Context: an optimization exercise on an open-source flow, tuned for a short achievable clock period and few clock cycles. The choices shown serve that exercise and are no tape-out recipe.
In this exercise RTL edits were held to simulation tests only and were not proved equivalent to the original.
Power and IR drop assume default switching activity.

==> design.v <==
`timescale 1ns/100ps
module mips_toplevel
#(
    parameter NB_DATA           = 32,
    parameter NB_PC             = 32,
    parameter NB_OPCODE         = 6,
    parameter NB_FUNC           = 6,
    parameter NB_SHAMT          = 5,
    parameter NB_OFFSET         = 16,
    parameter NB_ADDR_INDEX     = 26,
    parameter N_REG             = 32,
    parameter _NB_INDEX_REG     = $clog2(N_REG),
    parameter MEM_DEPTH         = 1024
 )
 (
    input  wire                             clk,
    input  wire                             btnC,
    input  wire                             i_rf_pipe_enabled,
    input  wire [_NB_INDEX_REG  - 1 : 0]    i_rf_reg_index_addr,
    output wire [NB_DATA        - 1 : 0]    o_rf_reg_data,
    output wire [NB_PC          - 1 : 0]    o_rf_pc_count,
    input  wire [NB_DATA        - 1 : 0]    i_imem_data,
    output wire [NB_DATA        - 1 : 0]    o_dmem_addr,
    output wire                             o_dmem_we,
    output wire [3 : 0]                     o_dmem_wstrb,
    output wire [NB_DATA        - 1 : 0]    o_dmem_wdata,
    input  wire [NB_DATA        - 1 : 0]    i_dmem_rdata
 );
wire rst = btnC;
wire en  = i_rf_pipe_enabled;
reg  [31:0] regs [0:31];
reg  [31:0] pc;
reg         pend;            
reg  [31:0] pend_tgt;        
reg         x_wen;           
reg  [4:0]  x_rd;
reg         x_ld;            
reg  [2:0]  x_ldop;          
reg         x_st;            
reg  [3:0]  x_wstrb;
reg  [31:0] x_a;             
reg  [31:0] x_b;             
reg  [31:0] x_c;             
reg  [4:0]  x_sh;
reg  [31:0] x_link;          
reg         x_br;            
reg         x_beq;
reg         x_pred;          
reg  [31:0] x_alt;           
reg         f_add, f_sub, f_and, f_or, f_xor, f_nor, f_slt, f_sll, f_srl, f_lui, f_one, f_link;
reg         f_var;           
wire [31:0] sum  = x_a + x_c;
wire [31:0] diff = x_a - x_c;
wire        lt   = (x_a[31] != x_c[31]) ? x_a[31] : diff[31];
wire        sh_big = f_var & (|x_a[31:5]);
wire [4:0]  sh_amt = f_var ? x_a[4:0] : x_sh;
wire [31:0] shl    = sh_big ? 32'd0 : (x_b << sh_amt);
wire [31:0] shr    = sh_big ? 32'd0 : (x_b >> sh_amt);
wire [31:0] alu = ({32{f_add}}  & sum)
                | ({32{f_sub}}  & diff)
                | ({32{f_and}}  & (x_a & x_c))
                | ({32{f_or}}   & (x_a | x_c))
                | ({32{f_xor}}  & (x_a ^ x_c))
                | ({32{f_nor}}  & ~(x_a | x_c))
                | ({32{f_slt}}  & {31'd0, lt})
                | ({32{f_sll}}  & shl)
                | ({32{f_srl}}  & shr)
                | ({32{f_lui}}  & {x_c[15:0], 16'h0000})
                | ({32{f_one}}  & 32'hFFFFFFFF)
                | ({32{f_link}} & x_link);
assign o_dmem_addr  = {2'b00, sum[31:2]};
assign o_dmem_we    = x_st & en;
assign o_dmem_wstrb = x_wstrb;
assign o_dmem_wdata = x_b;
wire [31:0] rd_word = i_dmem_rdata;
wire [1:0]  ba      = sum[1:0];
wire        ld_byte = (x_ldop == 3'b000) | (x_ldop == 3'b100);
wire        ld_word = (x_ldop == 3'b011) | (x_ldop == 3'b111);
wire        ld_sb   = (x_ldop == 3'b000);
wire        ld_sh   = (x_ldop == 3'b001);
reg  [7:0]  sel_b;
always @(*) begin
    case (ba)
        2'b00: sel_b = rd_word[7:0];
        2'b01: sel_b = rd_word[15:8];
        2'b10: sel_b = rd_word[23:16];
        default: sel_b = rd_word[31:24];
    endcase
end
wire [31:0] sel_h = (ba == 2'b00) ? {16'h0000, rd_word[15:0]}
                  : (ba == 2'b10) ? {16'h0000, rd_word[31:16]}
                  :                 rd_word;
wire [31:0] ld_data = ld_word ? rd_word
                    : ld_byte ? {{24{ld_sb & sel_b[7]}}, sel_b}
                    : ld_sh   ? {{16{sel_h[15]}}, sel_h[15:0]}
                    :           sel_h;
wire [31:0] wb_data = x_ld ? ld_data : alu;
wire [31:0] ins = i_imem_data;
wire [5:0]  op  = ins[31:26];
wire [4:0]  rs  = ins[25:21];
wire [4:0]  rt  = ins[20:16];
wire [4:0]  rd  = ins[15:11];
wire [4:0]  sh  = ins[10:6];
wire [5:0]  fn  = ins[5:0];
wire [15:0] imm = ins[15:0];
wire halt     = (ins == 32'hFFFFFFFF);
wire op_r     = (op == 6'b000000);
wire is_jr    = op_r & (fn == 6'b001000);
wire is_jalr  = op_r & (fn == 6'b001001);
wire is_rtype = op_r & ~is_jr & ~is_jalr;
wire is_load  = (op[5:3] == 3'b100);
wire is_store = (op[5:3] == 3'b101);
wire is_logi  = (op[5:2] == 4'b0011);
wire is_addi  = (op == 6'b001000);
wire is_slti  = (op == 6'b001010);
wire is_beq   = (op == 6'b000100);
wire is_bne   = (op == 6'b000101);
wire is_j     = (op == 6'b000010);
wire is_jal   = (op == 6'b000011);
wire is_jump  = is_j | is_jal | is_jr | is_jalr;
wire [31:0] rf_a  = regs[rs];
wire [31:0] rf_b  = regs[rt];
wire        byp_a = x_wen & (x_rd == rs);
wire        byp_b = x_wen & (x_rd == rt);
wire [31:0] va    = byp_a ? wb_data : rf_a;
wire [31:0] vb    = byp_b ? wb_data : rf_b;
wire [31:0] sext  = {{16{imm[15]}}, imm};
wire [31:0] zext  = {16'h0000, imm};
wire [31:0] opc   = is_rtype ? vb : is_logi ? zext : sext;
wire r_add  = (fn == 6'b110001) | (fn == 6'b100001);
wire r_sub  = (fn == 6'b100011);
wire r_and  = (fn == 6'b100100);
wire r_or   = (fn == 6'b100101);
wire r_xor  = (fn == 6'b100110);
wire r_nor  = (fn == 6'b100111);
wire r_slt  = (fn == 6'b101010);
wire r_lui  = (fn == 6'b101011);
wire r_sll  = (fn == 6'b000000) | (fn == 6'b000100);
wire r_srl  = (fn == 6'b000010) | (fn == 6'b000011) | (fn == 6'b000110) | (fn == 6'b000111);
wire r_one  = ~(r_add | r_sub | r_and | r_or | r_xor | r_nor | r_slt | r_lui | r_sll | r_srl);
wire wen  = is_rtype | is_logi | is_addi | is_slti | is_jal | is_jalr | is_load;
wire [4:0] wdst = is_jal ? 5'd31 : (is_rtype | is_jalr) ? rd : rt;
wire [3:0]  wstrb = (op[2:0] == 3'b000) ? 4'b0001
                  : (op[2:0] == 3'b011) ? 4'b1111
                  :                       4'b0011;
wire [31:0] pc1    = pc + 32'd1;
wire        is_br  = is_beq | is_bne;
wire        pred   = (rs == rt) ? is_beq : is_bne;
wire [31:0] br_tgt = pc1 + sext;
wire [31:0] fall   = pend ? pend_tgt : pc1;
wire [31:0] j_tgt  = (is_j | is_jal) ? {2'b00, pc1[31:28], ins[25:0]} : va;
wire        x_eq   = (x_a == x_b);
wire        x_take = x_beq ? x_eq : ~x_eq;
wire        mispr  = x_br & (x_take != x_pred);
integer i;
always @(posedge clk) begin
    if (rst) begin
        pc       <= 32'd0;
        pend     <= 1'b0;
        pend_tgt <= 32'd0;
    end else if (en) begin
        if (mispr) begin
            pc   <= x_alt;
            pend <= 1'b0;
        end else if (halt) begin
            pc <= pc;
        end else if (is_br) begin
            pc   <= pred ? br_tgt : fall;
            pend <= 1'b0;
        end else if (is_jump) begin
            if (pend) begin
                pc   <= j_tgt;
                pend <= 1'b0;
            end else begin
                pc       <= pc1;
                pend     <= 1'b1;
                pend_tgt <= j_tgt;
            end
        end else if (pend) begin
            pc   <= pend_tgt;
            pend <= 1'b0;
        end else begin
            pc <= pc1;
        end
    end
end
always @(posedge clk) begin
    if (rst) begin
        x_wen <= 1'b0;
        x_st  <= 1'b0;
        x_br  <= 1'b0;
    end else if (en) begin
        x_wen <= wen & ~mispr;
        x_st  <= is_store & ~mispr;
        x_br  <= is_br & ~mispr;
    end
end
always @(posedge clk) begin
    if (en) begin
        x_rd    <= wdst;
        x_ld    <= is_load;
        x_ldop  <= op[2:0];
        x_wstrb <= wstrb;
        x_a     <= va;
        x_b     <= vb;
        x_c     <= opc;
        x_sh    <= sh;
        x_link  <= pc + 32'd2;
        x_beq   <= is_beq;
        x_pred  <= pred;
        x_alt   <= pred ? fall : br_tgt;
        f_add   <= (is_rtype & r_add) | is_addi | is_load | is_store;
        f_sub   <= is_rtype & r_sub;
        f_and   <= (is_rtype & r_and) | (is_logi & (op[1:0] == 2'b00));
        f_or    <= (is_rtype & r_or)  | (is_logi & (op[1:0] == 2'b01));
        f_xor   <= (is_rtype & r_xor) | (is_logi & (op[1:0] == 2'b10));
        f_nor   <= is_rtype & r_nor;
        f_slt   <= (is_rtype & r_slt) | is_slti;
        f_sll   <= is_rtype & r_sll;
        f_srl   <= is_rtype & r_srl;
        f_lui   <= (is_rtype & r_lui) | (is_logi & (op[1:0] == 2'b11));
        f_one   <= is_rtype & r_one;
        f_link  <= is_jal | is_jalr;
        f_var   <= fn[2];
    end
end
always @(posedge clk) begin
    if (rst) begin
        for (i = 0; i < 32; i = i + 1)
            regs[i] <= i;
    end else if (en & x_wen) begin
        regs[x_rd] <= wb_data;
    end
end
assign o_rf_pc_count  = pc;
wire [31:0] dbg_sel = 32'd1 << i_rf_reg_index_addr;
reg  [31:0] dbg_data;
always @(*) begin
    dbg_data = 32'd0;
    for (i = 0; i < 32; i = i + 1)
        dbg_data = dbg_data | (regs[i] & {32{dbg_sel[i]}});
end
assign o_rf_reg_data  = dbg_data;
endmodule
==> run.sh <==
#!/bin/bash
# synth_recipe.tcl (not shown) runs the flow's synth.tcl, then flattens the netlist and writes it again
# the make line also repeats each setting of config.mk as NAME=value (left out here)
make -C /OpenROAD-flow-scripts/flow DESIGN_CONFIG=/design/flow/config.mk WORK_HOME=/design/flow/orfs CLKGATE_MAP_FILE= SYNTH_SCRIPT=/design/flow/synth_recipe.tcl finish
==> config.mk <==
export PLATFORM = sky130hd
export DESIGN_NAME = mips_toplevel
export DESIGN_NICKNAME = mips_toplevel
export VERILOG_FILES = /design/flow/design.v
export SDC_FILE = /design/flow/constraint.sdc
export NUM_CORES = 4
export LEC_CHECK = 0
export ABC_CLOCK_PERIOD_IN_PS = 1500
export CAP_MARGIN = 20
export CORE_MARGIN = 2
export CORE_UTILIZATION = 40
export SETUP_SLACK_MARGIN = 5
export SLEW_MARGIN = 20
==> constraint.sdc <==
create_clock -name core_clock -period 11.0 [get_ports {clk}]
set_input_delay 2.2000 -clock core_clock [delete_from_list [all_inputs] [get_ports {clk}]]
set_output_delay 2.2000 -clock core_clock [all_outputs]
set_load 0.01 [all_outputs]
==> impl_metrics.tcl <==
set metrics [dict create \
    status "timing/DRC/antenna clean" \
    grt_overflow 0 \
    synth_edf_count 1215 \
    dpl.hpwl_mm 290 \
    muxShareOfSynthArea_pct 20.0 \
    die_width_um 462 \
    fin_crit_sh_pct 59.4 \
    crit_type "in2out" \
    hold_depth 2 \
    yosys.area_share.simple_pct 12.6 \
    die_area_um2 214000 \
    rr_endpoint "x_c[0]" \
    cts_hold_buf 0 \
    synth_area_um2 84000 \
    holdCritPathClass "reg2reg" \
    drc 0 \
    via_per_inst 7.62 \
    cts_root_buffer "clkbuf_16" \
    postSynthAreaPerCell_um2 11.2 \
    rr_startpoint "x_a[0]" \
    synth_compound_area_share_pct 14.4 \
    grt_pass1_wl_mm 632 \
    setup_viol 0 \
    relSlewSlack_pct 12.1 \
    leakagePower_nw 36.4 \
    finalNonFillerCells 10700 \
    ys.flop_type "edfxtp_1" \
    fin_ws_ps 4470 \
    ios 205 \
    hold_ws_ps 458 \
    p_sw_mw 4.88 \
    yosys.area_share.adder_pct 2.03 \
    hold-path-endpoint "pend_tgt[26]" \
    synth_top_family_by_area "multiplexers" \
    fin_setup_tns_ps 0 \
    h-tree-depth 4 \
    grt_pass1_vias 74500 \
    critPathRequiredTime_ps 8800 \
    pwr-share-clk_pct 35.9 \
    synth_top_cell_by_area "edfxtp_1" \
    intPower_mw 9.92 \
    skew_ps 85.7 \
    wl_per_cell_um 44.6 \
    ys_seq_elements 1283 \
    timing_hold_violations_final 0 \
    dr.pass1.iters 11 \
    crit_path_end_kind "output port" \
    fin_crit_ps 6530 \
    place_inst 10100 \
    ys_seq_area_share_pct 45.1 \
    rsz0062_at_grt "true" \
    yosysMostFrequentCell "edfxtp_1" \
    yosys_warnings 1 \
    grt_max_degree 116 \
    dp_slack_ps 2770 \
    maxCapViolCount 0 \
    cts_tree "done" \
    yosys.area_share.xor_xnor_pct 1.83 \
    tightest_slew_ps 1310 \
    p_per_area_nw_per_um2 148 \
    fmax_mhz 153 \
    drt_iter0_drc 16700 \
    syn_to_final_growth_pct 19.3 \
    synthCells 7526 \
    clockBufferDepth 3 \
    clk_latency_ps 860 \
    async_flop_share_pct 0 \
    synth_common_cells "1215 x edfxtp_1, 1213 x nor2_1, 569 x mux4_2" \
    start_kind "input pin" \
    hold_path.startpoint "pend_tgt[26]" \
    r2r_cells 25 \
    cpMostUsedCell "buf_4" \
    start_util_pct 40.1 \
    antenna_found_initial 36 \
    track_usage_pct 43.2 \
    reg2reg_slack_ps 4940 \
    coreArea_um2 209000 \
    synth_cell_types 99 \
    synth.top_cell.area_share_pct 43.5 \
    cts_buffers 146 \
    synthTopCellsByArea "edfxtp_1 43%, mux4_2 15%, nor2_1 5.4%" \
    comb_power_share_pct 24.3 \
    rows 168 \
    worstPathArrival_ps 4330 \
    seqPwrFrac_pct 39.8 \
    ant_nets 0 \
    max_stage_delay_ps 570 \
    port_buffers 201 \
    irDropWorstVdd_mv 0.160 \
    slowest_stage "or4_4" \
    slew_violations 0 \
    num_vias 81300 \
    switching_share_pct 33.0 \
    final_layout_size_suffix_gt1_share_pct 24.5 \
    die_h_um 462 \
    cp_max_fo 7 \
    wirelength_mm 476 \
    path_cells "buf_12 -> buf_4 -> nor2_1 -> nand2_2 -> nor2_4 -> buf_4 -> buf_4 -> a22oi_1 -> nand4_1 -> or4_4 -> buf_6" \
    path_clk_slew_ps 50 \
    nets 7898 \
    place_congestion 1.02 \
    clock_sinks 1283 \
]
[final cells by class]
| class | count | area [µm²] |
|---|---|---|
| clock inverters | 93 | 1260 |
| diodes | 45 | 113 |
| fillers | 18600 | 109000 |
| inverters | 123 | 474 |
| multi-input cells | 5385 | 45100 |
| repair buffers | 755 | 8050 |
| well taps | 2805 | 3510 |
| flip-flops and latches | 1283 | 37800 |
| clock buffers | 171 | 3810 |
[how the worst max path moves through the flow]
stage	slack, ps	endpoint	cells past startpoint	startpoint
after detailed placement	2770	o_rf_reg_data[0]	9	i_rf_reg_index_addr[3]
after floorplan	5000	o_rf_reg_data[0]	8	i_rf_reg_index_addr[0]
after global placement	2780	o_rf_reg_data[29]	9	i_rf_reg_index_addr[0]
final	4470	o_rf_reg_data[19]	11	i_rf_reg_index_addr[3]
after global routing	4520	o_rf_reg_data[7]	12	i_rf_reg_index_addr[3]
after CTS	4550	o_rf_reg_data[1]	11	i_rf_reg_index_addr[3]
[cell usage in the layout (no fill, tap or decap), types with 69 or more instances in the layout]
| master | n |
|---|---|
| nand2_1 | 438 |
| clkdlybuf4s50_1 | 137 |
| mux4_2 | 569 |
| nand4_1 | 126 |
| ha_1 | 98 |
| buf_4 | 388 |
| a22oi_1 | 317 |
| edfxtp_1 | 1215 |
| buf_12 | 80 |
| inv_1 | 108 |
| a22o_1 | 103 |
| nand2_2 | 70 |
| a221oi_1 | 72 |
| o21ai_0 | 249 |
| mux2i_1 | 307 |
| xnor2_1 | 107 |
| o22ai_1 | 69 |
| nor2_1 | 1175 |
| a21oi_1 | 273 |
| nor3_1 | 79 |
| clkbuf_16 | 150 |
| buf_6 | 80 |
| nand3_1 | 174 |
[cells by family after synthesis]
logic type      after synthesis
mux                         950
fa+ha+maj                   134
simple gates               2414
other cells                   2
buf+inv                     860
flops                      1283
xor+xnor                    175
compound gates             1708
[per-stage QoR]
stage | total power [mW] | instance area, µm² | utilization, %
2_1_floorplan | 7.61 | 84000 | -
3_3_place_gp | 9.06 | 89200 | 42.6
3_5_place_dp | 9.08 | 89200 | 42.7
4_1_cts | 14.5 | 98800 | 47.2
5_1_grt | 15.0 | 100000 | 47.9
6_report | 14.8 | 100000 | 47.9
[sequential cells by signal, summed over array words and instances, names as in the netlist, 2 cells and up]
register and flops:
pc 32, pend_tgt 32, regs 1024, x_a 32, x_alt 32, x_b 32
x_c 32, x_ldop 3, x_link 32, x_rd 5, x_sh 5, x_wstrb 2
[repair_timing]
| action | CTS | global route |
|---|---|---|
| pin swaps | 146 | 86 |
| buffers inserted | 205 | 70 |
| setup endpoints to repair | 137 | 92 |
| cloned | 24 | 1 |
| resized for setup | 619 | 134 |
[critical path, delay by kind of cell]
kind,cells,cell delay [ps]
simple gates,5,1060
compound gates,1,260
buf+inv,5,800
[power by group through the flow]
stage / registers [mW] / logic (mW) / clock network [mW]
floorplan: 5.78 / 1.83 / 0
global placement: 5.97 / 3.09 / 0
detailed placement: 5.98 / 3.10 / 0
CTS: 5.86 / 3.34 / 5.29
global route: 5.88 / 3.64 / 5.47
finish: 5.89 / 3.59 / 5.32
[routing by layer]
layer | share of wire (%) | global-route usage, % | wire length, µm | vias to the layer above
met5 | 0.21 | 2.22 | 1010 | -
met4 | 9.9 | 32.4 | 46900 | 32
met3 | 17 | 20.4 | 81700 | 2569
met2 | 40 | 59.3 | 189000 | 9191
met1 | 33 | 52.2 | 157000 | 39800
li1 | - | - | - | 29700
Testbench counts, summed over its fixed seeds: cycles 34,119.

port drivers added, routing unchanged:
How much do the figures lean on ideal ports? The routed layout below was timed once more, with nothing changed but the port constraints.
Step 1 sets driving cells, clkbuf_16 on the clock port and buf_2 on the other inputs (assumed; they add their load-dependent delay and slew).
Step 2 times the ports against the registers' clock, not the clock port: input delays grow and output delays shrink by t, the midpoint of the rising clock arrivals with the driver on.
Slacks: no drivers / after step 1 / after step 2; pairs: no drivers / after step 1.
shift t [ns]: 0.912
slack for setup (ns): 4.469 / 4.386 / 4.008
worst hold slack (ns): 0.458 / 0.458 / 0.458
worst setup path at the end: input to register
slew at the worst register clock pin (ns): 0.07 / 0.07
After both steps this run still meets setup and hold. For this run, drivers alone change the setup slack by -0.083 ns; drivers and shift together by -0.461 ns.
